Source: an optimization exercise on an open RTL-to-GDS flow (aim: small area, a short achievable clock period and few clock cycles per item). Production flows keep margins and buffers that such runs may drop.
RTL that was checked went through simulation tests only; none was proved equivalent to the original.
Power is estimated from default activity; no workload was simulated.

Design timing_example, start of the top module:
module timing_example #(
    parameter int INPUT_WIDTH   = 32,
    parameter int OUTPUT_WIDTH  = 8,
    parameter int COUNTER_WIDTH = 64,
    parameter int NUM_PIPELINES = 16
) (
    input  logic                                  clk,
    input  logic                                  rst,
    input  logic [               INPUT_WIDTH-1:0] data_in,
    input  logic                                  data_in_valid,
    input  logic [NUM_PIPELINES*OUTPUT_WIDTH-1:0] pipe_in,
    output logic                                  ready,
    output logic [              OUTPUT_WIDTH-1:0] data_out,
    output logic                                  data_out_valid,
    output logic [             COUNTER_WIDTH-1:0] count
);
Size: about 520 cells after synthesis, about 240 I/O pins.
Settings: LEC_CHECK=0, CAP_MARGIN=20, CORE_MARGIN=2, CORE_UTILIZATION=40, SLEW_MARGIN=20, SYNTH_HIERARCHICAL=1, SYNTH_MINIMUM_KEEP_SIZE=0; clock period 8.0 ns.
standard.sh (not shown) runs the stock make flow with config.mk's settings and CLKGATE_MAP_FILE= SYNTH_SCRIPT=/design/flow/synth_recipe.tcl, a recipe that flattens the netlist after the stock synthesis.
==> flow/flow/run.sh <==
#!/bin/bash
# Standard synthesis, then the standard layout with two changes: ports are
# buffered with buf_1, and clock tree synthesis adds no dummy loads.
set -euo pipefail
bash standard.sh synth > synth.log 2>&1
export BUFFER_PORTS_ARGS="-buffer_cell sky130_fd_sc_hd__buf_1"
export CTS_ARGS="-sink_clustering_enable -repair_clock_nets -dont_use_dummy_load -buf_list {sky130_fd_sc_hd__clkbuf_4 sky130_fd_sc_hd__clkbuf_8}"
bash standard.sh > layout.log 2>&1
The starting point passed the timing, design-rule and antenna checks.
==> next run, changes <==
--- a/flow/design.v
+++ b/flow/design.v
@@ -11,17 +11,17 @@
     input  logic [NUM_PIPELINES*OUTPUT_WIDTH-1:0] pipe_in,
     output logic                                  ready,
     output logic [              OUTPUT_WIDTH-1:0] data_out,
     output logic                                  data_out_valid,
     output logic [             COUNTER_WIDTH-1:0] count
 );
   assign ready = 1'b1;
   logic [3:0] v_r;
-  always_ff @(posedge clk or posedge rst) begin
+  always_ff @(posedge clk) begin
     if (rst) v_r <= '0;
     else v_r <= {v_r[2:0], data_in_valid};
   end
   assign data_out_valid = v_r[3];
   logic [10:0] seg_all1, seg_cin;
   logic [63:0] count_nxt;
   cnt_seg #(.W(6)) u_cnt0 (.q(count[5:0]), .cin(seg_cin[0]), .d(count_nxt[5:0]), .all1(seg_all1[0]));
   cnt_seg #(.W(6)) u_cnt1 (.q(count[11:6]), .cin(seg_cin[1]), .d(count_nxt[11:6]), .all1(seg_all1[1]));
@@ -74,17 +74,17 @@
   assign seg_cin[3] = pf_2_3;
   assign seg_cin[4] = pf_4_4;
   assign seg_cin[5] = pf_4_5;
   assign seg_cin[6] = pf_4_6;
   assign seg_cin[7] = pf_4_7;
   assign seg_cin[8] = pf_8_8;
   assign seg_cin[9] = pf_8_9;
   assign seg_cin[10] = pf_8_10;
-  always_ff @(posedge clk or posedge rst) begin
+  always_ff @(posedge clk) begin
     if (rst) count <= '0;
     else count <= count_nxt;
   end
   logic pas_0;
   logic pac_1;
   logic pas_2;
   logic pac_3;
   logic pas_4;
=>
- worst setup slack gains 22 ps
- final area increases slightly
- clock power goes up by a few percent
- clock-buffer cell count is unchanged
- power falls by a few percent
- routed wire length goes up slightly
- worst hold slack is worse by 12 ps
Function was not checked in any run of this note: the RTL went through the layout flow alone.

---

== the baseline ==
Another version of the RTL of timing_example (not shown whole).
For scale: roughly 510 cells after synthesis, ~180 flip-flops, about 240 I/O pins, about 0.0079 mm² of cells after synthesis.
==> flow/config.mk <==
export PLATFORM = sky130hd
export DESIGN_NAME = timing_example
export DESIGN_NICKNAME = timing_example
export VERILOG_FILES = /design/flow/design.v
export SDC_FILE = /design/flow/constraint.sdc
export NUM_CORES = 4
export LEC_CHECK = 0
export CAP_MARGIN = 20
export CORE_MARGIN = 2
export CORE_UTILIZATION = 40
export SLEW_MARGIN = 20
export SYNTH_HIERARCHICAL = 1
export SYNTH_MINIMUM_KEEP_SIZE = 0
==> flow/constraint.sdc <==
create_clock -name core_clock -period 8.0 [get_ports {clk}]
set_input_delay 1.6000 -clock core_clock [delete_from_list [all_inputs] [get_ports {clk}]]
set_output_delay 1.6000 -clock core_clock [all_outputs]
set_load 0.01 [all_outputs]
Scripts as last shown in full above: flow/flow/run.sh
Edits applied to the flow inputs when going from the baseline to the candidate:
--- a/flow/design.v
+++ b/flow/design.v
@@ -17,29 +17,38 @@
   assign ready = 1'b1;
   logic [3:0] v_r;
   always_ff @(posedge clk or posedge rst) begin
     if (rst) v_r <= '0;
     else v_r <= {v_r[2:0], data_in_valid};
   end
   assign data_out_valid = v_r[3];
-  logic [7:0] seg_all1, seg_cin;
-  logic [64:0] cc;
+  logic [10:0] seg_all1, seg_cin;
   logic [63:0] count_nxt;
-  always_comb begin
-    for (int k = 0; k < 8; k++) seg_all1[k] = &count[8*k+:8];
-    seg_cin[0] = v_r[0];
-    for (int k = 1; k < 8; k++) seg_cin[k] = seg_cin[k-1] & seg_all1[k-1];
-    for (int k = 0; k < 8; k++) begin
-      cc[8*k] = seg_cin[k];
-      for (int i = 8*k; i < 8*k+8; i++) begin
-        count_nxt[i] = count[i] ^ cc[i];
-        cc[i+1] = count[i] & cc[i];
-      end
-    end
-  end
+  cnt_seg #(.W(6)) u_cnt0 (.q(count[5:0]), .cin(seg_cin[0]), .d(count_nxt[5:0]), .all1(seg_all1[0]));
+  cnt_seg #(.W(6)) u_cnt1 (.q(count[11:6]), .cin(seg_cin[1]), .d(count_nxt[11:6]), .all1(seg_all1[1]));
+  cnt_seg #(.W(6)) u_cnt2 (.q(count[17:12]), .cin(seg_cin[2]), .d(count_nxt[17:12]), .all1(seg_all1[2]));
+  cnt_seg #(.W(6)) u_cnt3 (.q(count[23:18]), .cin(seg_cin[3]), .d(count_nxt[23:18]), .all1(seg_all1[3]));
+  cnt_seg #(.W(6)) u_cnt4 (.q(count[29:24]), .cin(seg_cin[4]), .d(count_nxt[29:24]), .all1(seg_all1[4]));
+  cnt_seg #(.W(6)) u_cnt5 (.q(count[35:30]), .cin(seg_cin[5]), .d(count_nxt[35:30]), .all1(seg_all1[5]));
+  cnt_seg #(.W(6)) u_cnt6 (.q(count[41:36]), .cin(seg_cin[6]), .d(count_nxt[41:36]), .all1(seg_all1[6]));
+  cnt_seg #(.W(6)) u_cnt7 (.q(count[47:42]), .cin(seg_cin[7]), .d(count_nxt[47:42]), .all1(seg_all1[7]));
+  cnt_seg #(.W(6)) u_cnt8 (.q(count[53:48]), .cin(seg_cin[8]), .d(count_nxt[53:48]), .all1(seg_all1[8]));
+  cnt_seg #(.W(6)) u_cnt9 (.q(count[59:54]), .cin(seg_cin[9]), .d(count_nxt[59:54]), .all1(seg_all1[9]));
+  cnt_seg #(.W(4)) u_cnt10 (.q(count[63:60]), .cin(seg_cin[10]), .d(count_nxt[63:60]), .all1(seg_all1[10]));
+  assign seg_cin[0] = v_r[0];
+  assign seg_cin[1] = v_r[0] & (&seg_all1[0:0]);
+  assign seg_cin[2] = v_r[0] & (&seg_all1[1:0]);
+  assign seg_cin[3] = v_r[0] & (&seg_all1[2:0]);
+  assign seg_cin[4] = v_r[0] & (&seg_all1[3:0]);
+  assign seg_cin[5] = v_r[0] & (&seg_all1[4:0]);
+  assign seg_cin[6] = v_r[0] & (&seg_all1[5:0]);
+  assign seg_cin[7] = v_r[0] & (&seg_all1[6:0]);
+  assign seg_cin[8] = v_r[0] & (&seg_all1[7:0]);
+  assign seg_cin[9] = v_r[0] & (&seg_all1[8:0]);
+  assign seg_cin[10] = v_r[0] & (&seg_all1[9:0]);
   always_ff @(posedge clk or posedge rst) begin
     if (rst) count <= '0;
     else count <= count_nxt;
   end
   logic pas_0;
   logic pac_1;
   logic pas_2;
@@ -546,7 +555,25 @@
     input  logic c,
     output logic s,
     output logic co
 );
   assign s  = a ^ b ^ c;
   assign co = (a & b) | (a & c) | (b & c);
 endmodule
+module cnt_seg #(
+    parameter int W = 8
+) (
+    input  logic [W-1:0] q,
+    input  logic         cin,
+    output logic [W-1:0] d,
+    output logic         all1
+);
+  logic [W:0] c;
+  always_comb begin
+    c[0] = cin;
+    for (int i = 0; i < W; i++) begin
+      d[i]   = q[i] ^ c[i];
+      c[i+1] = q[i] & c[i];
+    end
+  end
+  assign all1 = &q;
+endmodule
Results
- Higher met1 routing resource usage after global routing was reported by the candidate, not the baseline.
- Relative to the baseline, the final standard cell count with taps included and fillers excluded measured on the candidate has increased slightly.
- Between the baseline and the candidate, the difference in internal power component is negligible.
- Horizontal die dimension: the baseline vs the candidate — no meaningful difference
- Final HPWL from detailed placement in the candidate vs the baseline: down 40 µm
- The routed wire length on the candidate is in line with that on the baseline.
- Comparing the candidate with the baseline, the worst hold slack came out essentially unchanged.
- The DRC violation total after the first TritonRoute iteration in the candidate was higher than what the baseline gave.
- Summary — die footprint, the candidate relative to the baseline: higher, by 0.40%.
- Share of the clock period used by the worst path: the candidate vs the baseline down 2.3 points
- For sequential portion of the cell area, the baseline and the candidate come out practically identical.
- Re via count of the first global-routing pass: the baseline and the candidate aren't equal, and the higher value belongs to the baseline.
Testbench counts of the candidate, summed over its fixed seeds: cycles 1,632, items 1,600.
For the baseline, only the layout was checked, not whether the RTL still works.

==> static timing again, ports no longer ideal <==
Ports are ideal in the flow. The routed layouts listed here were re-timed in OpenROAD.
Step 1 assumes that a clkbuf_16 drives the clock port and a buf_2 every other input.
Step 2 times the ports against the registers' clock, not the clock port: input delays grow and output delays shrink by t, the midpoint of the rising clock arrivals with the driver on.
Slacks: ideal / step 1 / step 2; pairs: ideal / step 1.
run | t (ns) | setup WS [ns] | clock arrival spread, ns | worst data-port slew with drivers (ns)
the first run of note 1 | 0.473 | 5.353 / 5.315 / 5.114 | 0.041 / 0.041 | 0.06
the second run of note 1 | 0.472 | 5.375 / 5.337 / 5.128 | 0.034 / 0.033 | 0.06
the baseline | 0.462 | 5.188 / 5.188 / 5.159 | 0.030 / 0.030 | 0.05
the candidate | 0.470 | 5.375 / 5.339 / 5.146 | 0.028 / 0.028 | 0.04
After both steps every run listed still meets setup and hold. The setup slack of the second run of note 1, which loses most, moves by -0.038 ns with the drivers and by -0.247 ns with both steps.
